This is an optimization exercise on Yosys and OpenROAD, whose aim is small area, a short achievable clock period and few clock cycles, not a production implementation. RTL that was checked went through simulation tests only; none was proved equivalent to the original. Function not checked in runs 1 and 2: the RTL went through the layout flow alone. In every run shown here, the design's own scripts or RTL, not TritonCTS, make the clock network. The clock input has no modelled driver; a real chip could not lean on it and would need a root buffer or a full tree.

==> flow/design.v <==
`timescale 1ns/10ps
module ELA(clk, rst, ready, in_data, data_rd, req, wen, addr, data_wr, done);
	input				clk;
	input				rst;
	input				ready;
	input		[7:0]	in_data;
	input		[7:0]	data_rd;
	output reg			req;
	output reg			wen;
	output reg	[12:0]	addr;
	output reg	[7:0]	data_wr;
	output reg			done;
localparam IDLE = 2'd0, STR = 2'd1, ODD = 2'd2, FIN = 2'd3;
localparam [11:0] LAST_GROUP = 12'd3970;	 
reg [1:0]  mode;
reg [11:0] n;		 
reg [1:0]  s;		 
always @(posedge clk or posedge rst) begin
	if(rst) begin
		mode <= IDLE;
		req <= 1'b0;
		wen <= 1'b0;
		done <= 1'b0;
	end
	else begin
		req <= 1'b0;
		wen <= 1'b0;
		done <= 1'b0;
		case(mode)
			IDLE: if(ready) begin
				mode <= STR;
				req <= 1'b1;
			end
			STR: begin
				wen <= 1'b1;
				if(n[6:0] == 7'd127 && n[11:7] != 5'd31)
					req <= 1'b1;
				if(n == 12'd4095)
					mode <= ODD;
			end
			ODD: begin
				wen <= (s == 2'd1) && (n >= 12'd3);
				if(n == LAST_GROUP && s == 2'd1)
					mode <= FIN;
			end
			default: done <= 1'b1;
		endcase
	end
end
always @(posedge clk) begin
	if(mode == IDLE) begin
		n <= 12'd0;
		s <= 2'd0;
	end
	else if(mode == STR || s == 2'd2) begin
		n <= n + 12'd1;
		s <= 2'd0;
	end
	else
		s <= s + 2'd1;
end
wire [11:0] w = n - 12'd3;
wire [4:0]  lrow = n[11:7] + 5'd1;
always @(posedge clk) begin
	if(mode == STR || s == 2'd0)
		addr <= {n[11:7], 1'b0, n[6:0]};
	else if(s == 2'd1)
		addr <= {w[11:7], 1'b1, w[6:0]};
	else
		addr <= {lrow, 1'b0, n[6:0]};
end
reg pu, pw, pl;		 
always @(posedge clk) begin
	pu <= (mode == ODD) && (s == 2'd0);
	pw <= (mode == ODD) && (s == 2'd1);
	pl <= (mode == ODD) && (s == 2'd2);
end
wire edge_col = (n[6:1] == 6'd1);
function [7:0] avg;
	input [7:0] a, b;
	reg [8:0] t;
	begin
		t = {1'b0, a} + {1'b0, b};
		avg = t[8:1];
	end
endfunction
reg [7:0] T;			 
reg [7:0] A, B, C;		 
reg [7:0] X, Y, Z;		 
always @(posedge clk) begin
	if(pu)
		T <= data_rd;
	if(pl) begin
		A <= T; B <= A; C <= B;
		Y <= data_rd;
	end
	else begin
		A <= B; B <= C; C <= A;
		X <= Y; Y <= Z; Z <= X;
	end
end
wire [8:0] sd = {1'b0, A} - {1'b0, X};
wire [7:0] ad = sd[8] ? (8'd0 - sd[7:0]) : sd[7:0];
reg [7:0] Dp, Mp;		 
reg [7:0] Dmin, M;		 
reg       xlty;			 
always @(posedge clk) begin
	Dp <= ad;
	Mp <= avg(A, X);
	xlty <= sd[8];
end
wire vle = (Dp <= Dmin);
always @(posedge clk) begin
	if(pw || (pl && vle)) begin
		Dmin <= Dp;
		M <= Mp;
	end
end
wire vert = edge_col || vle;
wire [7:0] x = B, y = X;
wire gx = (x >= M);
wire gy = (y >= M);
wire pick_x = xlty ? gx : !(gx || gy);
wire pick_y = xlty ? !(gx || gy) : gy;
wire [7:0] med = pick_x ? x : pick_y ? y : M;
wire [7:0] blue = vert ? Mp : med;
always @(posedge clk) begin
	if(mode == STR)
		data_wr <= in_data;
	else
		data_wr <= blue;
end
endmodule
==> flow/flow/run.sh <==
#!/bin/bash
# Layout flow: the standard flow with the standard synthesis unchanged,
# small port buffers, a one-level clock tree (flow/post_cts.tcl) and timing
# repair aimed below the clock period. Each step's output goes to a log file
# of its own in this folder; ORFS keeps its own logs under orfs/logs.
set -euo pipefail
here=$(pwd)
bash standard.sh synth > synth.log 2>&1
bash standard.sh \
  BUFFER_PORTS_ARGS="-buffer_cell sky130_fd_sc_hd__buf_2" \
  CTS_ARGS="-sink_clustering_enable -repair_clock_nets -buf_list sky130_fd_sc_hd__clkbuf_16 -dont_use_dummy_load" \
  POST_CTS_TCL="$here/flow/post_cts.tcl" \
  SETUP_SLACK_MARGIN=0 SKIP_CTS_REPAIR_TIMING=1 \
  finish > layout.log 2>&1
==> flow/flow/clocktree.tcl <==
# Replace the clock tree with one level of buffers driven by the clock port:
# the clock's register pins are split into NBUF groups by position, each
# driven by its own buffer placed at the group's centre.
proc my_flat_clock_tree { nbuf bufname } {
  set db [ord::get_db]
  set block [ord::get_db_block]
  set master [$db findMaster $bufname]
  set clkport [$block findBTerm clk]
  set clknet [$clkport getNet]
  # clock sinks: every register clock pin reached from the port through buffers
  set sinks {}
  set bufs {}
  set todo [list $clknet]
  while {[llength $todo]} {
    set net [lindex $todo 0]
    set todo [lrange $todo 1 end]
    foreach it [$net getITerms] {
      if {[$it isOutputSignal]} { continue }
      set inst [$it getInst]
      set mname [[$inst getMaster] getName]
      if {[string match "*clkbuf*" $mname] || [string match "*clkinv*" $mname] || [string match "sky130_fd_sc_hd__buf_*" $mname]} {
        lappend bufs $inst
        foreach o [$inst getITerms] {
          if {[$o isOutputSignal] && [$o getNet] ne "NULL"} { lappend todo [$o getNet] }
        }
      } else {
        lappend sinks $it
      }
    }
  }
  puts "flat clock tree: [llength $sinks] sinks, removing [llength $bufs] buffers"
  foreach it $sinks { $it disconnect }
  foreach inst $bufs {
    foreach o [$inst getITerms] {
      if {[$o isOutputSignal] && [$o getNet] ne "NULL"} {
        set n [$o getNet]
        $o disconnect
        if {[llength [$n getITerms]] == 0} { odb::dbNet_destroy $n }
      }
    }
    odb::dbInst_destroy $inst
  }
  set pts {}
  foreach it $sinks {
    set b [[$it getInst] getBBox]
    lappend pts [list $it [expr {([$b xMin]+[$b xMax])/2}] [expr {([$b yMin]+[$b yMax])/2}]]
  }
  # split sinks into nbuf groups of equal size by recursive bisection,
  # alternating x and y, larger spread first
  set groups [list $pts]
  while {[llength $groups] < $nbuf} {
    set g [lindex $groups 0]
    set groups [lrange $groups 1 end]
    set xs [lsort -real [lmap p $g {lindex $p 1}]]
    set ys [lsort -real [lmap p $g {lindex $p 2}]]
    set ax [expr {[lindex $xs end] - [lindex $xs 0] >= [lindex $ys end] - [lindex $ys 0] ? 1 : 2}]
    set g [lsort -real -index $ax $g]
    set h [expr {[llength $g] / 2}]
    lappend groups [lrange $g 0 [expr {$h - 1}]] [lrange $g $h end]
  }
  set cs {}
  set asg {}
  set k 0
  foreach g $groups {
    set sx 0.0; set sy 0.0
    foreach p $g { set sx [expr {$sx + [lindex $p 1]}]; set sy [expr {$sy + [lindex $p 2]}] }
    set sc($k) [llength $g]
    lappend cs [list [expr {$sx / $sc($k)}] [expr {$sy / $sc($k)}]]
    incr k
  }
  set pts {}
  set k 0
  foreach g $groups { foreach p $g { lappend pts $p; lappend asg $k }; incr k }
  for {set k 0} {$k < $nbuf} {incr k} {
    set inst [odb::dbInst_create $block $master "clkbuf_flat_$k"]
    set net [odb::dbNet_create $block "clknet_flat_$k"]
    $net setSigType CLOCK
    foreach it [$inst getITerms] {
      set mt [[$it getMTerm] getName]
      if {$mt eq "A"} { $it connect $clknet }
      if {$mt eq "X"} { $it connect $net; set out($k) $net }
    }
    set c [lindex $cs $k]
    $inst setLocation [expr {int([lindex $c 0])}] [expr {int([lindex $c 1])}]
    $inst setPlacementStatus PLACED
    puts "buffer $k: $sc($k) sinks at $c"
  }
  foreach p $pts k $asg { [lindex $p 0] connect $out($k) }
}
==> flow/flow/post_cts.tcl <==
# After CTS: replace the clock tree with one level of four buffers driven by
# the clock port, then legalize.
source [file join [file dirname [info script]] clocktree.tcl]
my_flat_clock_tree 4 sky130_fd_sc_hd__clkbuf_16
detailed_placement
check_placement -verbose
estimate_parasitics -placement
report_clock_latency
==> flow/standard.sh <==
#!/bin/bash
# synth_recipe.tcl (not shown) runs the flow's synth.tcl, then flattens the netlist and writes it again
# the make line also repeats each setting of config.mk as NAME=value (left out here)
make -C /OpenROAD-flow-scripts/flow DESIGN_CONFIG=/design/flow/config.mk WORK_HOME=/design/flow/orfs CLKGATE_MAP_FILE= SYNTH_SCRIPT=/design/flow/synth_recipe.tcl "${@:-finish}"
==> flow/config.mk <==
export PLATFORM = sky130hd
export DESIGN_NAME = ELA
export DESIGN_NICKNAME = ELA
export VERILOG_FILES = /design/flow/design.v
export SDC_FILE = /design/flow/constraint.sdc
export NUM_CORES = 4
export LEC_CHECK = 0
export CAP_MARGIN = 20
export CORE_MARGIN = 2
export CORE_UTILIZATION = 40
export SLEW_MARGIN = 20
==> flow/constraint.sdc <==
create_clock -name core_clock -period 8.5 [get_ports {clk}]
set_input_delay 1.7000 -clock core_clock [delete_from_list [all_inputs] [get_ports {clk}]]
set_output_delay 1.7000 -clock core_clock [all_outputs]
set_load 0.01 [all_outputs]
==> out/metrics.cfg, run 1 <==
[cells_and_area]
finalNonFillerCells=782
area_of_combinational_cells_with_multiple_inputs_um2=2750
synthToLayoutAreaGrowth_pct=7.68
design.final.nets=672
antennaDiodeCount=0
seq_area_um2=3070
drive_above_1_share_pct=15.5
layout.filler_cells=1441

[hold_path]
hold_depth=0
min_path_type=flop to flop

[worst_setup_path]
ff2ff_path_depth=10
reg2reg_slack_ps=5890
worstSetupEndpointType=flop
path_max_fanout=6
critical_path_required_ps=8580
critPathLaunchType=flop
cp.arrival_ps=2690
critical_path_class=flop to flop

[global_route]
grt_first_pass_wirelength_um=20200
pin_count_of_the_biggest_net_entering_global_routing=37
number_of_global_route_vias_before_repair=4072
grt.overflow.total=0
groute.usage.overall_pct=15.3
antenna_found_initial=0

[routing]
ant_nets=0
mean_number_of_vias_per_cell=5.09
detail_route.first_pass.iterations=4
drt-initial-drc-count=212
drc=0
drt-wirelength-per-cell_um=15.2
routed-via-count=3984
routed_wirelength_um=11900

[floorplanning]
initial_core_util_pct=40.5
die_h_um=127
coreArea_um2=15000
ioPinCount=43
site_row_count=45
die_w_um=127
design.die.area_um2=16200

[synthesis]
synth-edff-count=40
synth.most_common_cell=sky130_fd_sc_hd__dfxtp_1
synthDistinctLibCells=58
synth_top_cells_by_area=sky130_fd_sc_hd__dfxtp_1, sky130_fd_sc_hd__edfxtp_1, sky130_fd_sc_hd__ha_1, sky130_fd_sc_hd__mux2_2, sky130_fd_sc_hd__inv_1
yosys_most_used_dff=sky130_fd_sc_hd__dfxtp_1
synth.ff_latch_count=132
yosysWarnings=1
netlist.area_leader.share_pct=28.6
synthesis.nets=641
post_synth_inst_count=566
synth.top_cells.by_count=sky130_fd_sc_hd__dfxtp_1, sky130_fd_sc_hd__ha_1, sky130_fd_sc_hd__inv_1, sky130_fd_sc_hd__edfxtp_1, sky130_fd_sc_hd__nor2_1
synth_area_leader_cell=sky130_fd_sc_hd__dfxtp_1
synth.avg_cell_area_um2=10.8
synth.yosys.seq_area_share_pct=50.3
syn_area_um2=6090
async_flop_share_pct=3.79

[timing]
worst_slack_ps=5890
finalSetupViolations=0
transition_time_of_the_tightest_slew_check_pin_ps=799
max-slew-margin-rel_pct=46.8
min_period_over_period_pct=30.7
unrepaired_setup_endpoints_after_global_routing=false
finalHoldViolCount=0
final.setup.tns_ps=0
timing.final.max_slew_violations=0
final.min_clock_period_ps=2610
timing.fmax_ghz=0.383
fin_skew_ps=14.3

[placed_design]
pre_cts_ws_ps=5860
port-buffer-count=42
place_hpwl_um=9060
globalplace.congestion=0.854
dpl.cell_count=778

[clock_tree]
clock_sinks=132
clkTransAtPathRegs_ps=120
clk-insertion-delay-late_ps=180

[run_status]
outcome=complete, no violations

[job]
maxCapViolCount=0

[layout by cell type, fill, tap and decap left out, drive strengths merged, types with 4 or more instances in the layout]
cell and instances:
nand2b 11, nand2 30, nor3 10, ha 54, mux2 32, buf 43, nor2b 4, xor2 17
inv 52, dfrtp 5, or2b 4, dfxtp 87, xnor2 18, o21bai 7, nand4 8, o21ai 23
a211oi 6, or2 5, nand3 14, edfxtp 40, o31ai 8, a22oi 5, a21oi 25, nor2 38
clkbuf 4, a31oi 11
[kinds of logic (layout without fill, tap and decap cells)]
kind of cell | count (synthesis) | count (layout) | share of synthesized area (%)
multiplexers | 32 | 32 | 5.98
AND/OR/NAND/NOR | 140 | 140 | 11.7
AO/OA/AOI/OAI | 100 | 100 | 10.6
buffers and inverters | 71 | 99 | 4.60
XOR/XNOR | 35 | 35 | 5.03
flip-flops | 132 | 132 | 50.3
adder cells (fa/ha/maj) | 56 | 56 | 11.7
[layout make-up]
type	instances	share of cell area, %
flip-flops and latches	132	46.8
inverters	52	2.97
multi-input cells	363	41.8
well taps	188	3.59
repair buffers	43	3.32
plain buffers	4	1.53
[metrics by stage]
| stage | utilization (%) | instance area, um^2 | hold WS (ps) |
|---|---|---|---|
| 5_1_grt | 43.6 | 6560 | 424 |
| 3_5_place_dp | 43.0 | 6460 | 389 |
| 3_3_place_gp | 43.0 | 6460 | 387 |
| 6_report | 43.6 | 6560 | 417 |
| 2_1_floorplan | - | 6090 | 386 |
[state kept, by name, summed over array words and instances (netlist names), 2 cells and up]
signal and cells:
T 8, addr 13, s 2, A 8, Z 8, Y 8, X 8, Mp 8
data_wr 8, B 8, Dmin 8, C 8, Dp 8, mode 2, n 12, M 8
[worst max-delay path, cell delays in order (launching register included)]
cell and delay, ps:
sky130_fd_sc_hd__edfxtp_1 470, sky130_fd_sc_hd__ha_1 210, sky130_fd_sc_hd__inv_1 60, sky130_fd_sc_hd__fa_1 400, sky130_fd_sc_hd__a211oi_1 390, sky130_fd_sc_hd__o21ai_1 140
sky130_fd_sc_hd__o211a_1 140, sky130_fd_sc_hd__o21ai_1 110, sky130_fd_sc_hd__nand2b_1 160, sky130_fd_sc_hd__inv_1 130, sky130_fd_sc_hd__mux2_1 320
[routing by layer]
layer	global-route usage, %	vias to the layer above	wire (um)
met5	0	-	0
met4	3.49	0	108
met3	2.68	9	435
met2	26.0	68	5730
met1	20.5	1894	5650
li1	-	2013	-
[path summary, 6_finish.rpt]
check,start,end
setup / recovery,X[0],Dp[1]
hold / removal,Y[5],X[5]
setup reg to reg,X[0],Dp[1]
hold reg to reg,Y[5],X[5]
max in group asynchronous,rst,wen
min in group asynchronous,rst,mode[0]
==> inputs of run 2 (changes only) <==
--- a/flow/flow/run.sh
+++ b/flow/flow/run.sh
@@ -11,4 +11,4 @@
   CTS_ARGS="-sink_clustering_enable -repair_clock_nets -buf_list sky130_fd_sc_hd__clkbuf_16 -dont_use_dummy_load" \
   POST_CTS_TCL="$here/flow/post_cts.tcl" \
-  SETUP_SLACK_MARGIN=0 SKIP_CTS_REPAIR_TIMING=1 \
+  SETUP_SLACK_MARGIN=6.0 SKIP_CTS_REPAIR_TIMING=1 \
   finish > layout.log 2>&1
==> run 2 against run 1 <==
Compared with the run above: die area stayed put; utilization is 0.44 points higher; synthesized cell count stayed put; routed wire length is 0.70% higher; first-iteration DRC count is 15% higher; critical path type unchanged; via count is 1.4% higher; critical path depth is 1 lower; global-route usage stayed put; setup slack better by 100 ps.
==> out/metrics.cfg, run 2 <==
[floorplanning]
die_w_um=127  ; unchanged
die_h_um=127  ; unchanged
coreArea_um2=15000  ; unchanged
site_row_count=45  ; unchanged
ioPinCount=43  ; unchanged
design.die.area_um2=16200  ; unchanged
initial_core_util_pct=40.5  ; unchanged

[synthesis]
synth_area_leader_cell=sky130_fd_sc_hd__dfxtp_1
synth-adder-area-share_pct=11.7  ; unchanged
synthDistinctLibCells=58  ; unchanged
synth.yosys.seq_area_share_pct=50.3  ; unchanged
syn_area_um2=6090  ; unchanged
netlist.area_leader.share_pct=28.6  ; unchanged
synthesis.nets=641  ; unchanged
synth_top_cells_by_area=sky130_fd_sc_hd__dfxtp_1, sky130_fd_sc_hd__edfxtp_1, sky130_fd_sc_hd__ha_1, sky130_fd_sc_hd__mux2_2, sky130_fd_sc_hd__inv_1
synth.area.mux_share_pct=5.98  ; unchanged
async_flop_share_pct=3.79  ; unchanged
synth.most_common_cell=sky130_fd_sc_hd__dfxtp_1
dominant_combinational_cell_family_by_area_after_synthesis=adder cells
yosysWarnings=1  ; unchanged
synth.ff_latch_count=132  ; unchanged
synth_compound_gate_area_share_pct=10.6  ; unchanged
synth_xor_xnor_area_share_pct=5.03  ; unchanged
synth-edff-count=40  ; unchanged
yosys_most_used_dff=sky130_fd_sc_hd__dfxtp_1
synth.avg_cell_area_um2=10.8  ; unchanged
synth.top_cells.by_count=sky130_fd_sc_hd__dfxtp_1, sky130_fd_sc_hd__ha_1, sky130_fd_sc_hd__inv_1, sky130_fd_sc_hd__edfxtp_1, sky130_fd_sc_hd__nor2_1
synthSimpleGateAreaFrac_pct=11.7  ; unchanged
post_synth_inst_count=566  ; unchanged

[worst_setup_path]
critical_path_class=flop to flop
worstSetupEndpointType=flop
path_max_fanout=7  ; +1
reg2reg_slack_ps=5990  ; +100 ps
cp.arrival_ps=2600  ; -90 ps
critical_path_required_ps=8590  ; about the same
critPathLaunchType=flop

[clock_tree]
clock_sinks=132  ; unchanged
clk-insertion-delay-late_ps=180  ; about the same
clkTransAtPathRegs_ps=120  ; about the same

[timing]
timing.final.max_slew_violations=0  ; unchanged
min_period_over_period_pct=29.5  ; -1.2 points
timing.fmax_ghz=0.399  ; +4.1%
hold_ws_ps=417  ; -0.0430 ps
max-slew-margin-rel_pct=50.6  ; +3.9 points
final.min_clock_period_ps=2510  ; -104 ps
finalHoldViolCount=0  ; unchanged
unrepaired_setup_endpoints_after_global_routing=true
fin_skew_ps=11.4  ; -2.87 ps
final.setup.tns_ps=0  ; unchanged
transition_time_of_the_tightest_slew_check_pin_ps=740  ; -58.1 ps
finalSetupViolations=0  ; unchanged

[cells_and_area]
synthToLayoutAreaGrowth_pct=8.77
largest_register_ffs=13  ; unchanged
antennaDiodeCount=0  ; unchanged
layout.cells.most_common_list=sky130_fd_sc_hd__dfxtp_1, sky130_fd_sc_hd__ha_1, sky130_fd_sc_hd__inv_1, sky130_fd_sc_hd__buf_2, sky130_fd_sc_hd__edfxtp_1
max_flop_register=addr
largest_registers=addr (13), n (12)
layout.cells.most_common=sky130_fd_sc_hd__dfxtp_1
design.final.nets=675  ; +0.45%
drive_above_1_share_pct=17.8  ; +2.3 points
layout.filler_cells=1443  ; +0.14%

[routing]
routed-via-count=4041  ; +1.4%
detail_route.first_pass.iterations=5  ; +1
mean_number_of_vias_per_cell=5.15  ; +1.0%
routed_wirelength_um=12000  ; +0.70%
drc=0  ; unchanged
drt-initial-drc-count=244  ; +15%
ant_nets=0  ; unchanged
drt-wirelength-per-cell_um=15.3  ; +0.31%

[placed_design]
place_hpwl_um=9060  ; unchanged
globalplace.congestion=0.854  ; unchanged
port-buffer-count=42  ; unchanged

[global_route]
number_of_global_route_vias_before_repair=4072  ; unchanged
antenna_found_initial=0  ; unchanged
grt_first_pass_wirelength_um=20200  ; unchanged
grt.overflow.total=0  ; unchanged
groute.usage.overall_pct=15.3  ; unchanged
pin_count_of_the_biggest_net_entering_global_routing=37  ; unchanged

[run_status]
outcome=complete, no violations

[job]
maxCapViolCount=0  ; unchanged

[hold_path]
min_path_type=flop to flop

## run 2: path summary, 6_finish.rpt
check,from,endpoint,cells past startpoint
worst max-delay path,M[2],data_wr[3],9
worst min-delay path,Y[5],X[5],0
worst max register to register,M[2],data_wr[3],9
worst min register to register,Y[5],X[5],0
max in group asynchronous,rst,wen,2
min in group asynchronous,rst,req,2
## run 2: worst max-delay path, stage by stage (launching register included)
cell and delay, ps:
sky130_fd_sc_hd__edfxtp_1 440, sky130_fd_sc_hd__inv_1 110, sky130_fd_sc_hd__ha_1 240, sky130_fd_sc_hd__a211oi_1 230, sky130_fd_sc_hd__o21ai_0 210, sky130_fd_sc_hd__a21o_2 290
sky130_fd_sc_hd__nor3_2 260, sky130_fd_sc_hd__mux2_2 320, sky130_fd_sc_hd__nand2_1 80, sky130_fd_sc_hd__a31oi_1 230
## run 2: area by class of cell
type | instances | area, um^2 | area share, %
timing repair buffer | 46 | 240 | 3.62
multi-input combinational | 363 | 2790 | 42.1
inverter | 52 | 195 | 2.95
sequential | 132 | 3070 | 46.3
buffer | 4 | 100 | 1.51
tap | 188 | 235 | 3.55
## run 2: metal layers
layer  global-route usage, %  vias up  routed length (um)
li1                        -     2025                   -
met1                    20.5     1933                5750
met2                    26.0       70                5740
met3                    2.68       13                 378
met4                    3.49        0                 146
met5                       0        -                   0
## run 2: per-stage QoR
stage | cells | worst slack, ps | instance area [um^2] | utilization [%]
floorplan | 566 | 6030 | 6090 | -
global placement | 778 | 5890 | 6460 | 43.0
detailed placement | 778 | 5860 | 6460 | 43.0
global route | 785 | 5830 | 6630 | 44.1
finish | 785 | 5990 | 6630 | 44.1
## run 2: cells by family (layout without fill, tap and decap cells)
group | Yosys count | count (layout)
mux | 32 | 32
buf+inv | 71 | 102
simple gates | 140 | 140
compound gates | 100 | 100
xor+xnor | 35 | 35
fa+ha+maj | 56 | 56
flops | 132 | 132
==> inputs of run 3 (changes only) <==
--- a/flow/design.v
+++ b/flow/design.v
@@ -15,5 +15,5 @@
 reg [1:0]  mode;
 reg [11:0] n;		 
-reg [1:0]  s;		 
+reg        pu, pw, pl;
 always @(posedge clk or posedge rst) begin
 	if(rst) begin
@@ -40,6 +40,6 @@
 			end
 			ODD: begin
-				wen <= (s == 2'd1) && (n >= 12'd3);
-				if(n == LAST_GROUP && s == 2'd1)
+				wen <= pu && (n >= 12'd3);
+				if(n == LAST_GROUP && pu)
 					mode <= FIN;
 			end
@@ -49,30 +49,32 @@
 end
 always @(posedge clk) begin
-	if(mode == IDLE) begin
+	if(mode == ODD) begin
+		pu <= pl;
+		pw <= pu;
+		pl <= pw;
+	end
+	else begin
+		pu <= 1'b0;
+		pw <= 1'b0;
+		pl <= 1'b1;
+	end
+end
+always @(posedge clk) begin
+	if(mode == IDLE)
 		n <= 12'd0;
-		s <= 2'd0;
-	end
-	else if(mode == STR || s == 2'd2) begin
+	else if(mode == STR || pw)
 		n <= n + 12'd1;
-		s <= 2'd0;
-	end
-	else
-		s <= s + 2'd1;
 end
-wire [11:0] w = n - 12'd3;
+wire [6:0]  wc = n[6:0] - 7'd3;
+wire [4:0]  wr = n[11:7] - {4'd0, (n[6:2] == 5'd0) && (n[1:0] != 2'd3)};
+wire [11:0] w = {wr, wc};
 wire [4:0]  lrow = n[11:7] + 5'd1;
 always @(posedge clk) begin
-	if(mode == STR || s == 2'd0)
+	if(mode != ODD || pl)
 		addr <= {n[11:7], 1'b0, n[6:0]};
-	else if(s == 2'd1)
+	else if(pu)
 		addr <= {w[11:7], 1'b1, w[6:0]};
 	else
 		addr <= {lrow, 1'b0, n[6:0]};
-end
-reg pu, pw, pl;		 
-always @(posedge clk) begin
-	pu <= (mode == ODD) && (s == 2'd0);
-	pw <= (mode == ODD) && (s == 2'd1);
-	pl <= (mode == ODD) && (s == 2'd2);
 end
 wire edge_col = (n[6:1] == 6'd1);
@@ -85,20 +87,16 @@
 	end
 endfunction
-reg [7:0] T;			 
-reg [7:0] A, B, C;		 
-reg [7:0] X, Y, Z;		 
+reg [7:0] U0, U1, U2;
+reg [7:0] L0, L1, L2;
 always @(posedge clk) begin
-	if(pu)
-		T <= data_rd;
-	if(pl) begin
-		A <= T; B <= A; C <= B;
-		Y <= data_rd;
-	end
-	else begin
-		A <= B; B <= C; C <= A;
-		X <= Y; Y <= Z; Z <= X;
-	end
+	U0 <= pu ? U1 : U0;
+	U1 <= U2;
+	U2 <= pu ? data_rd : U1;
+	L0 <= L1;
+	L1 <= pu ? L2 : L0;
+	L2 <= pl ? data_rd : L0;
 end
-wire [8:0] sd = {1'b0, A} - {1'b0, X};
+wire [7:0] ut = pw ? U1 : U0;
+wire [8:0] sd = {1'b0, ut} - {1'b0, L2};
 wire [7:0] ad = sd[8] ? (8'd0 - sd[7:0]) : sd[7:0];
 reg [7:0] Dp, Mp;		 
@@ -107,16 +105,17 @@
 always @(posedge clk) begin
 	Dp <= ad;
-	Mp <= avg(A, X);
+	Mp <= avg(ut, L2);
 	xlty <= sd[8];
 end
-wire vle = (Dp <= Dmin);
+wire [8:0] cmp = {1'b0, Dmin} + {1'b0, ~Dp} + {8'd0, !pl};
+wire better = cmp[8];
 always @(posedge clk) begin
-	if(pw || (pl && vle)) begin
+	if(pw || (pl && better)) begin
 		Dmin <= Dp;
 		M <= Mp;
 	end
 end
-wire vert = edge_col || vle;
-wire [7:0] x = B, y = X;
+wire vert = edge_col || better;
+wire [7:0] x = U0, y = L0;
 wire gx = (x >= M);
 wire gy = (y >= M);
--- a/flow/flow/run.sh
+++ b/flow/flow/run.sh
@@ -11,4 +11,4 @@
   CTS_ARGS="-sink_clustering_enable -repair_clock_nets -buf_list sky130_fd_sc_hd__clkbuf_16 -dont_use_dummy_load" \
   POST_CTS_TCL="$here/flow/post_cts.tcl" \
-  SETUP_SLACK_MARGIN=6.0 SKIP_CTS_REPAIR_TIMING=1 \
+  SETUP_SLACK_MARGIN=6.25 SKIP_CTS_REPAIR_TIMING=1 \
   finish > layout.log 2>&1
==> run 3 against run 2 <==
Compared with the run above: first-iteration DRC count is 31% lower; fmax is 3.4% higher; routed wire length is 3.8% higher; synthesized cell count is 4.2% lower; sequential share of layout area is 7.1 points lower; clock skew is 4.6 ps higher.
==> out/metrics.cfg, run 3 <==
[routing]
drt-initial-drc-count=168  ; -31%
mean_number_of_vias_per_cell=5.10  ; -0.99%
routed-via-count=3955  ; -2.1%
routed_wirelength_um=12500  ; +3.8%
drt-wirelength-per-cell_um=16.1  ; +5.1%
detail_route.first_pass.iterations=4  ; -1
drc=0  ; unchanged
ant_nets=0  ; unchanged

[cells_and_area]
layout.filler_cells=1244  ; -14%
synthToLayoutAreaGrowth_pct=22.8
antennaDiodeCount=0  ; unchanged
layout.cells.most_common_list=sky130_fd_sc_hd__dfxtp_1, sky130_fd_sc_hd__inv_1, sky130_fd_sc_hd__ha_1, sky130_fd_sc_hd__nor2_1, sky130_fd_sc_hd__buf_2
largest_register_ffs=13  ; unchanged
layout.cells.most_common=sky130_fd_sc_hd__dfxtp_1
max_flop_register=addr
area_of_combinational_cells_with_multiple_inputs_um2=3220  ; +15%
seq_area_um2=2730  ; -11%
design.final.nets=673  ; -0.30%
postLayoutCoreUtil_pct=50.2  ; +6.1 points
drive_above_1_share_pct=34.2  ; +16 points
largest_registers=addr (13), n (12)

[timing]
timing.fmax_ghz=0.413  ; +3.4%
timing.final.max_slew_violations=0  ; unchanged
fin_skew_ps=16.0  ; +4.58 ps
max-slew-margin-rel_pct=47.8  ; -2.8 points
final.setup.tns_ps=0  ; unchanged
final.min_clock_period_ps=2420  ; -82.7 ps
unrepaired_setup_endpoints_after_global_routing=true
transition_time_of_the_tightest_slew_check_pin_ps=782  ; +41.4 ps
min_period_over_period_pct=28.5  ; -0.97 points
finalHoldViolCount=0  ; unchanged
finalSetupViolations=0  ; unchanged

[global_route]
pin_count_of_the_biggest_net_entering_global_routing=34  ; -8.1%
antenna_found_initial=0  ; unchanged
grt_first_pass_wirelength_um=19000  ; -5.9%
number_of_global_route_vias_before_repair=3771  ; -7.4%
groute.usage.overall_pct=16.1  ; +0.80 points
grt.overflow.total=0  ; unchanged

[hold_path]
min_from=L1[4]
min_path_type=flop to flop

[worst_setup_path]
crit_path_max_incr_delay_ps=410  ; -30 ps
startpoint_of_the_most_critical_setup_path=wen
crit-reg2reg-launch=U0[0]
cpMaxStageDelayCell=sky130_fd_sc_hd__dfrtp_1
critical_path_required_ps=6800  ; -1790 ps
cp.arrival_ps=720  ; -1880 ps
cp_cell_sequence=buf_2
worstSetupEndpointType=primary output
cpLargestDelayFamily=flip-flops
critPathLaunchType=flop
critical_path_class=flop to primary output
path_max_fanout=1  ; -6
critPathBufInv=1  ; unchanged

[clock_tree]
clkTransAtPathRegs_ps=110  ; about the same
clk-insertion-delay-late_ps=180  ; about the same
clock_sinks=122  ; -7.6%

[synthesis]
post_synth_inst_count=542  ; -4.2%
async_flop_share_pct=4.10  ; +0.31 points
synth.most_common_cell=sky130_fd_sc_hd__dfxtp_1
yosys_most_used_dff=sky130_fd_sc_hd__dfxtp_1
synth.yosys.seq_area_share_pct=47.7  ; -2.6 points
synthDistinctLibCells=52  ; -10%
synth-edff-count=24  ; -40%
synth.ff_latch_count=122  ; -7.6%
synth.avg_cell_area_um2=10.5  ; -2.8%
yosysWarnings=1  ; unchanged
synth.top_cells.by_count=sky130_fd_sc_hd__dfxtp_1, sky130_fd_sc_hd__inv_1, sky130_fd_sc_hd__ha_1, sky130_fd_sc_hd__nor2_1, sky130_fd_sc_hd__mux2_2
netlist.area_leader.share_pct=32.8  ; +4.3 points
synthesis.nets=616  ; -3.9%
synth_top_cells_by_area=sky130_fd_sc_hd__dfxtp_1, sky130_fd_sc_hd__edfxtp_1, sky130_fd_sc_hd__ha_1, sky130_fd_sc_hd__mux2_2, sky130_fd_sc_hd__inv_1
synth_area_leader_cell=sky130_fd_sc_hd__dfxtp_1
syn_area_um2=5670  ; -6.9%

[floorplanning]
design.die.area_um2=15100  ; -6.7%
die_h_um=123  ; -3.4%
site_row_count=43  ; -4.4%
die_w_um=123  ; -3.4%
coreArea_um2=13900  ; -7.7%
ioPinCount=43  ; unchanged
initial_core_util_pct=40.9  ; +0.32 points

[placed_design]
port-buffer-count=42  ; unchanged
place_hpwl_um=8950  ; -1.2%
globalplace.congestion=0.840  ; -1.7%

[job]
maxCapViolCount=0  ; unchanged

[run_status]
outcome=complete, no violations

==> run 3: changes by cell type after synthesis, moves of 6 or more <==
cell and delta:
sky130_fd_sc_hd__edfxtp_1 -16, sky130_fd_sc_hd__nor3_1 +13, sky130_fd_sc_hd__a31oi_1 -9, sky130_fd_sc_hd__nand2_1 -7, sky130_fd_sc_hd__nand3_1 -7, sky130_fd_sc_hd__dfxtp_1 +6, sky130_fd_sc_hd__nand4_1 -6
==> run 3: routing by layer <==
layer,vias up,track usage [%],share of wire [%]
met4,0,3.05,0.58
met5,-,0,0
met2,47,26.3,48
met1,1927,22.7,48
met3,4,2.68,2.8
li1,1977,-,-
==> run 3: logic make-up after synthesis <==
logic type	synth area share, %
buffers and inverters	4.85
XOR/XNOR	5.87
AND/OR/NAND/NOR	11.5
adder cells (fa/ha/maj)	12.5
multiplexers	6.31
flip-flops	47.7
AO/OA/AOI/OAI	11.1
==> run 3: through the flow <==
stage          area [um^2]  std cells  hold WS (ps)  setup slack (ps)
3_5_place_dp          6110        746           312              5900
6_report              6960        776           335              6080
5_1_grt               6960        776           341              5960
2_1_floorplan         5770        542           310              6090
3_3_place_gp          6110        746           310              5910
==> run 3: area by class of cell <==
| type | instances | area share, % |
|---|---|---|
| multi-input combinational | 348 | 46.2 |
| sequential | 122 | 39.2 |
| timing repair buffer | 69 | 6.95 |
| tap | 180 | 3.23 |
| inverter | 53 | 2.96 |
| buffer | 4 | 1.44 |
==> run 3: path summary, 6_finish.rpt <==
path	endpoint	slack [ps]	depth (start not counted)
min reg2reg	L0[4]	340	0
max	wen	6080	1
max in group asynchronous	mode[1]	6900	2
max reg2reg	Dp[7]	6090	11
min in group asynchronous	mode[0]	1410	2
min	L0[4]	340	0
Testbench counts of run 3, summed over its fixed seeds: cycles 256,176.
==> inputs of run 4 (changes only) <==
--- a/flow/flow/run.sh
+++ b/flow/flow/run.sh
@@ -11,4 +11,4 @@
   CTS_ARGS="-sink_clustering_enable -repair_clock_nets -buf_list sky130_fd_sc_hd__clkbuf_16 -dont_use_dummy_load" \
   POST_CTS_TCL="$here/flow/post_cts.tcl" \
-  SETUP_SLACK_MARGIN=6.25 SKIP_CTS_REPAIR_TIMING=1 \
+  SETUP_SLACK_MARGIN=6.1 SKIP_CTS_REPAIR_TIMING=1 \
   finish > layout.log 2>&1
==> run 4 against run 3 <==
Compared with the run above: final cell count shrank 1.7%; flip-flop and latch count is the same; register-to-register slack lost 30 ps; highest routed layer unchanged.
==> out/metrics.cfg, run 4 <==
[run_status]
outcome=complete, no violations

[routing]
drt-wirelength-per-cell_um=15.9  ; -0.97%
routed_wirelength_um=12100  ; -2.6%
routed-via-count=3884  ; -1.8%
drc=0  ; unchanged
detail_route.first_pass.iterations=5  ; +1
drt-initial-drc-count=171  ; +1.8%
ant_nets=0  ; unchanged
mean_number_of_vias_per_cell=5.09  ; -0.12%

[cells_and_area]
largest_register_ffs=13  ; unchanged
layout.filler_cells=1284  ; +3.2%
finalNonFillerCells=763  ; -1.7%
largest_registers=addr (13), n (12)
max_flop_register=addr
layout.cells.most_common=sky130_fd_sc_hd__dfxtp_1
synthToLayoutAreaGrowth_pct=13.6
antennaDiodeCount=0  ; unchanged
design.final.nets=660  ; -1.9%
layout.cells.most_common_list=sky130_fd_sc_hd__dfxtp_1, sky130_fd_sc_hd__inv_1, sky130_fd_sc_hd__ha_1, sky130_fd_sc_hd__buf_2, sky130_fd_sc_hd__nor2_1
postLayoutCoreUtil_pct=46.4  ; -3.8 points
drive_above_1_share_pct=22.5  ; -12 points

[floorplanning]
ioPinCount=43  ; unchanged
coreArea_um2=13900  ; unchanged
initial_core_util_pct=40.9  ; unchanged
design.die.area_um2=15100  ; unchanged
site_row_count=43  ; unchanged
die_h_um=123  ; unchanged
die_w_um=123  ; unchanged

[worst_setup_path]
cp_cell_sequence=inv_2 > o21a_1 > ha_2 > inv_2 > fa_2 > a211oi_4 > nor2_1 > xor2_1 > nor3b_2 > a31oi_1 > xnor2_1
critPathLaunchType=flop
critical_path_required_ps=8580  ; +1780 ps
cpMaxStageDelayCell=sky130_fd_sc_hd__edfxtp_1
cpLargestDelayFamily=adder cells
critical_path.most_common_cell=sky130_fd_sc_hd__inv_2
worstSetupEndpointType=flop
path_max_fanout=3  ; +2
cp.arrival_ps=2520  ; +1800 ps
critical_path_class=flop to flop
critPathBufInv=2  ; +1
crit_path_max_incr_delay_ps=420  ; about the same

[synthesis]
synth.yosys.seq_area_share_pct=47.7  ; unchanged
synth-edff-count=24  ; unchanged
post_synth_inst_count=542  ; unchanged
async_flop_share_pct=4.10  ; unchanged
synth.most_common_cell=sky130_fd_sc_hd__dfxtp_1
synthDistinctLibCells=52  ; unchanged
netlist.area_leader.share_pct=32.8  ; unchanged
yosys_most_used_dff=sky130_fd_sc_hd__dfxtp_1
synth_area_leader_cell=sky130_fd_sc_hd__dfxtp_1
syn_area_um2=5670  ; unchanged
yosysWarnings=1  ; unchanged
synth.ff_latch_count=122  ; unchanged
synth.avg_cell_area_um2=10.5  ; unchanged
synth_top_cells_by_area=sky130_fd_sc_hd__dfxtp_1, sky130_fd_sc_hd__edfxtp_1, sky130_fd_sc_hd__ha_1, sky130_fd_sc_hd__mux2_2, sky130_fd_sc_hd__inv_1
synth.top_cells.by_count=sky130_fd_sc_hd__dfxtp_1, sky130_fd_sc_hd__inv_1, sky130_fd_sc_hd__ha_1, sky130_fd_sc_hd__nor2_1, sky130_fd_sc_hd__mux2_2
synthesis.nets=616  ; unchanged

[placed_design]
port-buffer-count=42  ; unchanged
dpl.cell_count=746  ; unchanged
globalplace.congestion=0.870  ; +3.5%
pre_cts_ws_ps=5670  ; -224 ps
place_hpwl_um=8920  ; -0.38%

[timing]
finalSetupViolations=0  ; unchanged
fin_skew_ps=14.9  ; -1.12 ps
min_period_over_period_pct=28.7  ; +0.21 points
finalHoldViolCount=0  ; unchanged
timing.final.max_slew_violations=0  ; unchanged
unrepaired_setup_endpoints_after_global_routing=true
final.setup.tns_ps=0  ; unchanged
max-slew-margin-rel_pct=50.8  ; +3.0 points
transition_time_of_the_tightest_slew_check_pin_ps=736  ; -45.4 ps
final.min_clock_period_ps=2440  ; +17.6 ps
hold_ws_ps=336  ; +0.830 ps
worst_slack_ps=6060  ; -17.6 ps
timing.fmax_ghz=0.410  ; -0.72%

[job]
maxCapViolCount=0  ; unchanged

[global_route]
grt.overflow.total=0  ; unchanged
pin_count_of_the_biggest_net_entering_global_routing=34  ; unchanged
number_of_global_route_vias_before_repair=3929  ; +4.2%
antenna_found_initial=0  ; unchanged
groute.usage.overall_pct=16.2  ; +0.087 points
grt_first_pass_wirelength_um=19200  ; +1.1%

[clock_tree]
clkTransAtPathRegs_ps=120  ; about the same
clk-insertion-delay-late_ps=170  ; about the same
clock_sinks=122  ; unchanged

[hold_path]
min_path_type=flop to flop

## run 4: cell counts after synthesis
No cell type changed its count.
## run 4: cell type report
type | count | area, um^2 | area share [%]
sequential | 122 | 2720 | 42.2
multi-input combinational | 348 | 2860 | 44.4
buffer | 4 | 100 | 1.55
timing repair buffer | 56 | 328 | 5.09
tap | 180 | 225 | 3.50
inverter | 53 | 206 | 3.21
## run 4: cell families after synthesis
family | after synthesis | synth area share [%]
simple gates | 131 | 11.5
buf+inv | 72 | 4.85
xor+xnor | 38 | 5.87
fa+ha+maj | 55 | 12.5
mux | 32 | 6.31
compound gates | 92 | 11.1
flops | 122 | 47.7
## run 4: layer usage
layer	share of wire (%)	vias up	global-route usage, %
li1	-	1946	-
met1	48	1867	21.8
met2	48	60	27.8
met3	2.5	11	1.75
met4	1.5	0	4.05
met5	0	-	0
## run 4: path summary, 6_finish.rpt
kind,from,cells after the start,end,slack (ps)
max,U0[0],11,Dp[7],6060
min in group asynchronous,rst,2,wen,1400
min reg2reg,U2[2],0,U1[2],340
min,U2[2],0,U1[2],340
max in group asynchronous,rst,2,mode[0],6920
max reg2reg,U0[0],11,Dp[7],6060
## run 4: metrics by stage
step / area, um^2
after floorplan: 5730
after global placement: 6080
after detailed placement: 6080
after global routing: 6440
final: 6440
==> inputs of run 5 (changes only) <==
--- a/flow/flow/run.sh
+++ b/flow/flow/run.sh
@@ -11,4 +11,4 @@
   CTS_ARGS="-sink_clustering_enable -repair_clock_nets -buf_list sky130_fd_sc_hd__clkbuf_16 -dont_use_dummy_load" \
   POST_CTS_TCL="$here/flow/post_cts.tcl" \
-  SETUP_SLACK_MARGIN=6.1 SKIP_CTS_REPAIR_TIMING=1 \
+  SETUP_SLACK_MARGIN=6.0 SKIP_CTS_REPAIR_TIMING=1 \
   finish > layout.log 2>&1
--- a/flow/config.mk
+++ b/flow/config.mk
@@ -6,4 +6,5 @@
 export NUM_CORES = 4
 export LEC_CHECK = 0
+export ABC_AREA = 1
 export CAP_MARGIN = 20
 export CORE_MARGIN = 2
==> run 5 against run 4 <==
Compared with the run above: register-to-register slack improved by 120 ps; fmax up 0.64%; via count grew 15%; largest cell class is now flip-flops and latches; global-route usage rose by 0.26 points; flip-flop and latch count unchanged; routed wire length increased by 4.7%; still clean on timing, DRC and antenna; sequential share of layout area grew 0.28 points; critical endpoint is now done.
==> out/metrics.cfg, run 5 <==
[job]
maxCapViolCount=0  ; unchanged

[synthesis]
yosys_most_used_dff=sky130_fd_sc_hd__dfxtp_1
synth_top_cells_by_area=sky130_fd_sc_hd__dfxtp_1, sky130_fd_sc_hd__edfxtp_1, sky130_fd_sc_hd__ha_1, sky130_fd_sc_hd__nand2_1, sky130_fd_sc_hd__inv_1
synth_area_leader_cell=sky130_fd_sc_hd__dfxtp_1
synth.avg_cell_area_um2=8.45  ; -19%
syn_area_um2=5810  ; +2.4%
post_synth_inst_count=687  ; +27%
synth-edff-count=24  ; unchanged
synth.ff_latch_count=122  ; unchanged
synth.yosys.seq_area_share_pct=46.6  ; -1.1 points
netlist.area_leader.share_pct=32.1  ; -0.78 points
synthesis.nets=761  ; +24%
async_flop_share_pct=4.10  ; unchanged
synthDistinctLibCells=39  ; -25%
synth.most_common_cell=sky130_fd_sc_hd__nand2_1
synth.top_cells.by_count=sky130_fd_sc_hd__nand2_1, sky130_fd_sc_hd__inv_1, sky130_fd_sc_hd__dfxtp_1, sky130_fd_sc_hd__o21ai_0, sky130_fd_sc_hd__ha_1
yosysWarnings=1  ; unchanged

[global_route]
number_of_global_route_vias_before_repair=4343  ; +11%
groute.usage.overall_pct=16.5  ; +0.26 points
grt.overflow.total=0  ; unchanged
grt_first_pass_wirelength_um=20800  ; +7.9%
pin_count_of_the_biggest_net_entering_global_routing=47  ; +38%
antenna_found_initial=0  ; unchanged

[routing]
drt-initial-drc-count=276  ; +61%
drc=0  ; unchanged
routed_wirelength_um=12700  ; +4.7%
routed-via-count=4449  ; +15%
mean_number_of_vias_per_cell=4.89  ; -3.9%
ant_nets=0  ; unchanged
detail_route.first_pass.iterations=5  ; unchanged
drt-wirelength-per-cell_um=14.0  ; -12%

[clock_tree]
clock_sinks=122  ; unchanged
clkTransAtPathRegs_ps=120  ; about the same
clk-insertion-delay-late_ps=180  ; about the same

[worst_setup_path]
cp_cell_sequence=buf_2
crit_path_max_incr_delay_ps=410  ; about the same
critPathLaunchType=flop
worstSetupEndpointType=primary output
critPathBufInv=1  ; -1
cpMaxStageDelayCell=sky130_fd_sc_hd__dfrtp_1
cpLargestDelayFamily=flip-flops
path_max_fanout=1  ; -2
cp.arrival_ps=730  ; -1790 ps
critical_path_required_ps=6800  ; -1780 ps
critical_path_class=flop to primary output

[timing]
timing.final.max_slew_violations=0  ; unchanged
transition_time_of_the_tightest_slew_check_pin_ps=735  ; -1.50 ps
finalSetupViolations=0  ; unchanged
fin_skew_ps=18.3  ; +3.44 ps
timing.fmax_ghz=0.412  ; +0.64%
min_period_over_period_pct=28.5  ; -0.18 points
max-slew-margin-rel_pct=50.9  ; +0.10 points
final.setup.tns_ps=0  ; unchanged
final.min_clock_period_ps=2430  ; -15.6 ps
finalHoldViolCount=0  ; unchanged
unrepaired_setup_endpoints_after_global_routing=true

[cells_and_area]
layout.cells.most_common_list=sky130_fd_sc_hd__nand2_1, sky130_fd_sc_hd__inv_1, sky130_fd_sc_hd__dfxtp_1, sky130_fd_sc_hd__ha_1, sky130_fd_sc_hd__o21ai_0
drive_above_1_share_pct=12.0  ; -10 points
postLayoutCoreUtil_pct=44.3  ; -2.1 points
antennaDiodeCount=0  ; unchanged
design.final.nets=802  ; +22%
area_of_combinational_cells_with_multiple_inputs_um2=2690  ; -6.1%
seq_area_um2=2710  ; -0.46%
layout.filler_cells=1422  ; +11%
synthToLayoutAreaGrowth_pct=9.65
largest_registers=addr (13), n (12)
max_flop_register=addr
layout.cells.most_common=sky130_fd_sc_hd__nand2_1
largest_register_ffs=13  ; unchanged

[placed_design]
globalplace.congestion=0.905  ; +4.1%
place_hpwl_um=9830  ; +10%
port-buffer-count=42  ; unchanged

[floorplanning]
site_row_count=44  ; +2.3%
design.die.area_um2=15500  ; +2.3%
die_h_um=125  ; +1.2%
die_w_um=125  ; +1.2%
initial_core_util_pct=40.4  ; -0.43 points
ioPinCount=43  ; unchanged
coreArea_um2=14400  ; +3.5%

[hold_path]
min_path_type=flop to flop

[run_status]
outcome=complete, no violations

run 5: cell types whose count changed after synthesis, sizes merged, moves of 8 or more:
| cell | previous run | this run |
|---|---|---|
| o21ai | 22 | 58 |
| mux2 | 30 | 0 |
| nor2 | 40 | 32 |
| inv | 53 | 104 |
| xnor2 | 21 | 3 |
| nand2 | 23 | 165 |
| nand2b | 12 | 0 |
| o31ai | 10 | 2 |
| nor3 | 21 | 5 |
| nand3 | 7 | 48 |
| a21oi | 20 | 35 |
run 5: through the flow:
stage          hold WS (ps)  setup WS, ps  instances  instance area [um^2]
2_1_floorplan           310          6220        687                  5810
3_3_place_gp            311          6090        901                  6190
3_5_place_dp            312          6050        901                  6190
5_1_grt                 336          5960        909                  6370
6_report                324          6070        909                  6370
run 5: cell families (layout without fill, tap and decap cells):
kind of cell | Yosys count | after routing | synth area share [%]
XOR/XNOR | 18 | 18 | 2.71
flip-flops | 122 | 122 | 46.6
AND/OR/NAND/NOR | 260 | 260 | 19.3
adder cells (fa/ha/maj) | 55 | 55 | 12.2
AO/OA/AOI/OAI | 114 | 114 | 11.2
buffers and inverters | 118 | 156 | 7.93
run 5: final timing paths:
kind / endpoint / cells after the start / slack [ps] / from
hold / removal: U1[5] / 0 / 320 / U2[5]
hold reg to reg: U1[5] / 0 / 320 / U2[5]
max in group asynchronous: req / 2 / 6900 / rst
min in group asynchronous: wen / 2 / 1410 / rst
setup / recovery: done / 1 / 6070 / done
setup reg to reg: Mp[7] / 10 / 6180 / pw
run 5: per-layer routing:
layer	GRT usage, %	vias to the layer above	wire [um]
met5	0	-	0
met4	3.97	0	134
met3	2.62	10	496
met2	29.2	96	6270
met1	20.9	2053	5810
li1	-	2290	-
run 5: layout make-up:
type,instances,area share (%)
Multi-Input combinational cell,447,42.2
Sequential cell,122,42.5
Timing Repair Buffer,47,3.85
Tap cell,184,3.61
Buffer,4,1.57
Inverter,105,6.27
==> inputs of run 6 (changes only) <==
--- a/flow/config.mk
+++ b/flow/config.mk
@@ -6,5 +6,4 @@
 export NUM_CORES = 4
 export LEC_CHECK = 0
-export ABC_AREA = 1
 export CAP_MARGIN = 20
 export CORE_MARGIN = 2
==> run 6 against run 5 <==
Compared with the run above: fmax decreased by 1.8%; still clean on timing, DRC and antenna; die area fell by 2.3%; highest routed layer unchanged; critical endpoint is now mode[1].
==> out/metrics.cfg, run 6 <==
[cells_and_area]
design.final.nets=656  ; -18%
area_of_combinational_cells_with_multiple_inputs_um2=2750  ; +2.5%
seq_area_um2=2720  ; +0.37%
antennaDiodeCount=0  ; unchanged
layout.cells.most_common_list=sky130_fd_sc_hd__dfxtp_1, sky130_fd_sc_hd__inv_1, sky130_fd_sc_hd__ha_1, sky130_fd_sc_hd__buf_2, sky130_fd_sc_hd__nor2_1
largest_register_ffs=13  ; unchanged
drive_above_1_share_pct=19.0  ; +7.0 points
layout.filler_cells=1294  ; -9.0%
largest_registers=addr (13), n (12)
synthToLayoutAreaGrowth_pct=10.9
finalNonFillerCells=759  ; -17%
max_flop_register=addr
layout.cells.most_common=sky130_fd_sc_hd__dfxtp_1

[synthesis]
synth.most_common_cell=sky130_fd_sc_hd__dfxtp_1
synth.ff_latch_count=122  ; unchanged
syn_area_um2=5670  ; -2.4%
post_synth_inst_count=542  ; -21%
yosysWarnings=1  ; unchanged
synth_top_cells_by_area=sky130_fd_sc_hd__dfxtp_1, sky130_fd_sc_hd__edfxtp_1, sky130_fd_sc_hd__ha_1, sky130_fd_sc_hd__mux2_2, sky130_fd_sc_hd__inv_1
synth-edff-count=24  ; unchanged
netlist.area_leader.share_pct=32.8  ; +0.78 points
synth.top_cells.by_count=sky130_fd_sc_hd__dfxtp_1, sky130_fd_sc_hd__inv_1, sky130_fd_sc_hd__ha_1, sky130_fd_sc_hd__nor2_1, sky130_fd_sc_hd__mux2_2
synthesis.nets=616  ; -19%
synthDistinctLibCells=52  ; +33%
async_flop_share_pct=4.10  ; unchanged
synth.avg_cell_area_um2=10.5  ; +24%
synth.yosys.seq_area_share_pct=47.7  ; +1.1 points
yosys_most_used_dff=sky130_fd_sc_hd__dfxtp_1
synth_area_leader_cell=sky130_fd_sc_hd__dfxtp_1

[placed_design]
port-buffer-count=42  ; unchanged
place_hpwl_um=8700  ; -12%
dpl.cell_count=746  ; -17%
globalplace.congestion=0.882  ; -2.5%
pre_cts_ws_ps=5650  ; -392 ps

[run_status]
outcome=complete, no violations

[global_route]
groute.usage.overall_pct=16.0  ; -0.48 points
number_of_global_route_vias_before_repair=3757  ; -13%
antenna_found_initial=0  ; unchanged
grt_first_pass_wirelength_um=18800  ; -9.5%
pin_count_of_the_biggest_net_entering_global_routing=34  ; -28%
grt.overflow.total=0  ; unchanged

[timing]
unrepaired_setup_endpoints_after_global_routing=true
worst_slack_ps=6030  ; -44.7 ps
hold_ws_ps=325  ; +0.392 ps
timing.fmax_ghz=0.405  ; -1.8%
transition_time_of_the_tightest_slew_check_pin_ps=732  ; -3.10 ps
final.min_clock_period_ps=2470  ; +44.7 ps
finalHoldViolCount=0  ; unchanged
timing.final.max_slew_violations=0  ; unchanged
min_period_over_period_pct=29.1  ; +0.53 points
finalSetupViolations=0  ; unchanged
max-slew-margin-rel_pct=51.1  ; +0.21 points
fin_skew_ps=16.7  ; -1.66 ps
final.setup.tns_ps=0  ; unchanged

[routing]
drc=0  ; unchanged
drt-wirelength-per-cell_um=15.2  ; +8.8%
detail_route.first_pass.iterations=4  ; -1
drt-initial-drc-count=174  ; -37%
routed-via-count=3821  ; -14%
mean_number_of_vias_per_cell=5.03  ; +2.9%
ant_nets=0  ; unchanged
routed_wirelength_um=11500  ; -9.2%

[worst_setup_path]
critical_path_class=input port to flop
critical_path_required_ps=8560  ; +1760 ps
endpoint=mode[1]
worstSetupEndpointType=flop
path_max_fanout=2  ; +1
r2r_end=Dp[7]
ff2ff_path_depth=11  ; +1
critPathLaunchType=input port
crit-reg2reg-launch=U0[0]
startpoint_of_the_most_critical_setup_path=ready
reg2reg_slack_ps=6040  ; -140 ps
cp.arrival_ps=2530  ; +1800 ps

[job]
maxCapViolCount=0  ; unchanged

[clock_tree]
clock_sinks=122  ; unchanged
clkTransAtPathRegs_ps=120  ; about the same
clk-insertion-delay-late_ps=180  ; about the same

[hold_path]
min_from=L1[4]
min_path_type=flop to flop

[floorplanning]
initial_core_util_pct=40.9  ; +0.43 points
die_h_um=123  ; -1.2%
design.die.area_um2=15100  ; -2.3%
site_row_count=43  ; -2.3%
ioPinCount=43  ; unchanged
die_w_um=123  ; -1.2%
coreArea_um2=13900  ; -3.4%

[run 6: changes by cell type in the layout (fill, tap and decap cells not counted), sizes merged, moves of 8 or more]
cell,before,now
nor3,5,21
mux2,0,30
nand2,165,23
a21oi,35,20
xnor2,3,21
nor2,32,40
inv,103,53
o21ai,58,22
nand2b,0,12
nand3,48,7
o31ai,2,10
[run 6: routing by layer]
| metal | GRT usage [%] | share of wire [%] | up-vias |
|---|---|---|---|
| li1 | - | - | 1939 |
| met1 | 22.9 | 50 | 1827 |
| met2 | 25.4 | 44 | 50 |
| met3 | 2.68 | 4.3 | 5 |
| met4 | 3.48 | 0.81 | 0 |
| met5 | 0 | 0 | - |
[run 6: kinds of logic after synthesis]
family | synth area share, %
adders and majority gates | 12.5
muxes | 6.31
AOI/OAI and AO/OA | 11.1
and+or+nand+nor | 11.5
buffers and inverters | 4.85
DFF | 47.7
xor gates and xnor gates | 5.87
[run 6: worst min path at each step]
stage                        to  cells past startpoint
after floorplan           L0[0]                      0
after global placement    L0[4]                      0
after detailed placement  L0[1]                      0
after global routing      L0[4]                      0
final                     L0[4]                      0
[run 6: final cells by class]
| type | count | share of cell area [%] |
|---|---|---|
| tap | 180 | 3.58 |
| timing repair buffer | 52 | 4.69 |
| inverter | 53 | 3.16 |
| buffer | 4 | 1.59 |
| sequential | 122 | 43.2 |
| multi-input combinational | 348 | 43.8 |
[run 6: through the flow]
step / area, um^2 / utilization (%)
global placement: 6050 / 43.6
finish: 6290 / 45.3
detailed placement: 6050 / 43.6
floorplan: 5680 / -
global route: 6290 / 45.3
[run 6: critical path, stage by stage]
cell	delay [ps]
sky130_fd_sc_hd__buf_2	100
sky130_fd_sc_hd__inv_1	40
sky130_fd_sc_hd__a21oi_1	150
sky130_fd_sc_hd__and3_4	210
sky130_fd_sc_hd__mux2_2	320
==> inputs of run 7 (changes only) <==
--- a/flow/config.mk
+++ b/flow/config.mk
@@ -8,4 +8,4 @@
 export CAP_MARGIN = 20
 export CORE_MARGIN = 2
-export CORE_UTILIZATION = 40
+export CORE_UTILIZATION = 65
 export SLEW_MARGIN = 20
==> run 7 against run 6 <==
Compared with the run above: still clean on timing, DRC and antenna; routed wire length grew 1.0%; worst hold slack improved by 1.8 ps; critical endpoint is now Dp[7].
==> out/metrics.cfg, run 7 <==
[cells_and_area]
layout.cells.most_common=sky130_fd_sc_hd__dfxtp_1
design.final.nets=654  ; -0.30%
largest_registers=addr (13), n (12)
postLayoutCoreUtil_pct=72.6  ; +27 points
antennaDiodeCount=0  ; unchanged
drive_above_1_share_pct=19.6  ; +0.59 points
layout.cells.most_common_list=sky130_fd_sc_hd__dfxtp_1, sky130_fd_sc_hd__inv_1, sky130_fd_sc_hd__ha_1, sky130_fd_sc_hd__buf_2, sky130_fd_sc_hd__nor2_1
synthToLayoutAreaGrowth_pct=9.95
largest_register_ffs=13  ; unchanged
max_flop_register=addr

[worst_setup_path]
reg2reg_slack_ps=6060  ; +20 ps
worstSetupEndpointType=flop
crit-reg2reg-launch=U0[0]
critical_path_class=flop to flop
critPathLaunchType=flop
cpLargestDelayFamily=compound AO/OA/AOI/OAI gates
cp_cell_sequence=inv_2 > o21a_1 > ha_1 > inv_1 > fa_2 > a211oi_4 > o21bai_1 > a21oi_1 > xor2_1 > a31oi_1 > xnor2_1
ff2ff_path_depth=11  ; unchanged
crit_path_max_incr_delay_ps=430  ; +110 ps
path_max_fanout=3  ; +1
cp.arrival_ps=2510  ; -20 ps
critPathBufInv=2  ; unchanged
cpMaxStageDelayCell=sky130_fd_sc_hd__edfxtp_1
critical_path_required_ps=8570  ; about the same
r2r_end=Dp[7]

[routing]
routed-via-count=3899  ; +2.0%
detail_route.first_pass.iterations=4  ; unchanged
drc=0  ; unchanged
drt-wirelength-per-cell_um=17.0  ; +12%
drt-initial-drc-count=170  ; -2.3%
routed_wirelength_um=11700  ; +1.0%
ant_nets=0  ; unchanged
mean_number_of_vias_per_cell=5.69  ; +13%

[synthesis]
synth.top_cells.by_count=sky130_fd_sc_hd__dfxtp_1, sky130_fd_sc_hd__inv_1, sky130_fd_sc_hd__ha_1, sky130_fd_sc_hd__nor2_1, sky130_fd_sc_hd__mux2_2
syn_area_um2=5670  ; unchanged
synth.most_common_cell=sky130_fd_sc_hd__dfxtp_1
synthesis.nets=616  ; unchanged
yosys_most_used_dff=sky130_fd_sc_hd__dfxtp_1
synthDistinctLibCells=52  ; unchanged
synth_area_leader_cell=sky130_fd_sc_hd__dfxtp_1
synth.ff_latch_count=122  ; unchanged
synth.avg_cell_area_um2=10.5  ; unchanged
synth-edff-count=24  ; unchanged
post_synth_inst_count=542  ; unchanged
synth_top_cells_by_area=sky130_fd_sc_hd__dfxtp_1, sky130_fd_sc_hd__edfxtp_1, sky130_fd_sc_hd__ha_1, sky130_fd_sc_hd__mux2_2, sky130_fd_sc_hd__inv_1
netlist.area_leader.share_pct=32.8  ; unchanged
async_flop_share_pct=4.10  ; unchanged
synth.yosys.seq_area_share_pct=47.7  ; unchanged
yosysWarnings=1  ; unchanged

[global_route]
grt_first_pass_wirelength_um=19000  ; +1.3%
grt.overflow.total=0  ; unchanged
pin_count_of_the_biggest_net_entering_global_routing=34  ; unchanged
grt_use_met1_pct=32.5  ; +9.6 points
gr-usage-met3_pct=2.66  ; -0.013 points
met2_track_utilization_from_global_routing_pct=41.4  ; +16 points
grt.busiest_layer=met2
number_of_global_route_vias_before_repair=4079  ; +8.6%
antenna_found_initial=0  ; unchanged
groute.usage.overall_pct=24.8  ; +8.8 points

[hold_path]
min_path_type=flop to flop
hold_depth=0  ; unchanged
hold-path-endpoint=L0[4]
min_from=L1[4]

[floorplanning]
die_w_um=97.4  ; -21%
site_row_count=34  ; -21%
design.die.area_um2=9490  ; -37%
initial_core_util_pct=66.0  ; +25 points
ioPinCount=43  ; unchanged
die_h_um=97.4  ; -21%
coreArea_um2=8590  ; -38%

[timing]
finalHoldViolCount=0  ; unchanged
finalSetupViolations=0  ; unchanged
min_period_over_period_pct=28.7  ; -0.35 points
timing.final.max_slew_violations=0  ; unchanged
unrepaired_setup_endpoints_after_global_routing=true
transition_time_of_the_tightest_slew_check_pin_ps=659  ; -72.6 ps
hold_ws_ps=326  ; +1.79 ps
final.setup.tns_ps=0  ; unchanged
fin_skew_ps=15.2  ; -1.46 ps
max-slew-margin-rel_pct=56.0  ; +4.8 points
final.min_clock_period_ps=2440  ; -30.1 ps
timing.fmax_ghz=0.410  ; +1.2%

[placed_design]
globalplace.congestion=0.893  ; +1.2%
port-buffer-count=42  ; unchanged
place_hpwl_um=8490  ; -2.4%

[clock_tree]
clkTransAtPathRegs_ps=110  ; about the same
clk-insertion-delay-late_ps=170  ; about the same
clock_sinks=122  ; unchanged

[run_status]
outcome=complete, no violations

[job]
maxCapViolCount=0  ; unchanged

==> run 7: final cells by class <==
class / instances / area [um^2]
buffer: 4 / 100
fill: 642 / 2360
inverter: 53 / 199
multi-input combinational: 348 / 2800
sequential: 122 / 2720
tap: 108 / 135
timing repair buffer: 50 / 280
==> run 7: cells by family (layout without fill, tap and decap cells) <==
logic type	Yosys count	in the layout	share of synthesized area (%)
xor gates and xnor gates	38	38	5.87
AOI/OAI and AO/OA	92	92	11.1
adders and majority gates	55	55	12.5
DFF	122	122	47.7
and+or+nand+nor	131	131	11.5
muxes	32	32	6.31
buffers and inverters	72	107	4.85
==> run 7: how the worst max path moves through the flow <==
stage	startpoint	to	slack (ps)	depth (start not counted)
3_3_place_gp	pw	Dp[7]	5790	9
3_5_place_dp	pw	Dp[7]	5680	9
6_report	U0[0]	Dp[7]	6060	11
2_1_floorplan	pw	Dp[1]	5980	9
5_1_grt	U0[0]	Dp[7]	5930	11
==> run 7: worst reg2reg max path, cell delays in order, from the launching register on <==
cell	delay (ps)
sky130_fd_sc_hd__edfxtp_1	430
sky130_fd_sc_hd__inv_2	100
sky130_fd_sc_hd__o21a_1	140
sky130_fd_sc_hd__ha_1	160
sky130_fd_sc_hd__inv_1	50
sky130_fd_sc_hd__fa_2	390
sky130_fd_sc_hd__a211oi_4	290
sky130_fd_sc_hd__o21bai_1	110
sky130_fd_sc_hd__a21oi_1	190
sky130_fd_sc_hd__xor2_1	210
sky130_fd_sc_hd__a31oi_1	120
sky130_fd_sc_hd__xnor2_1	150
==> run 7: metrics by stage <==
| step | instances | setup WS, ps | area (um^2) |
|---|---|---|---|
| final | 685 | 6060 | 6230 |
| after global routing | 685 | 5930 | 6230 |
| after detailed placement | 674 | 5680 | 5960 |
| after global placement | 674 | 5790 | 5960 |
| after floorplan | 542 | 5980 | 5680 |
==> run 7: metal layers <==
metal | wire [um] | share of wire [%]
met3 | 337 | 2.9
met4 | 354 | 3.0
met5 | 0 | 0
met2 | 5630 | 48
met1 | 5340 | 46

-- re-timing with driven ports --
Ports are ideal in the flow. The routed layouts listed here were re-timed in OpenROAD.
Step 1 (the two cells are an assumption about what drives the block):
set clk [get_ports {clk}]
set_driving_cell -lib_cell sky130_fd_sc_hd__clkbuf_16 $clk
set_driving_cell -lib_cell sky130_fd_sc_hd__buf_2 [delete_from_list [all_inputs] $clk]
Step 2 also shifts input and output timing later by t, the mid clock arrival at the registers, as if the neighbouring blocks saw the same clock.
a / b / c = no drivers / after step 1 / after step 2; a / b = the first two.
| run | t, ns | setup WS [ns] | slew at the worst register clock pin (ns) | worst data-port slew with drivers (ns) |
|---|---|---|---|---|
| run 1 | 0.260 | 5.889 / 5.889 / 5.848 | 0.12 / 0.12 | 0.04 |
| run 2 | 0.261 | 5.993 / 5.993 / 5.837 | 0.12 / 0.12 | 0.04 |
| run 3 | 0.252 | 6.076 / 5.991 / 5.938 | 0.12 / 0.12 | 0.05 |
| run 4 | 0.248 | 6.058 / 6.012 / 5.933 | 0.12 / 0.12 | 0.04 |
| run 5 | 0.257 | 6.074 / 5.988 / 6.069 | 0.12 / 0.12 | 0.03 |
| run 6 | 0.256 | 6.029 / 6.026 / 5.838 | 0.12 / 0.12 | 0.04 |
| run 7 | 0.246 | 6.059 / 6.007 / 5.885 | 0.11 / 0.11 | 0.04 |
After both steps setup and hold are still met in every run listed. For run 6, which loses most, drivers alone change the setup slack by -0.003 ns; drivers and shift together by -0.191 ns.
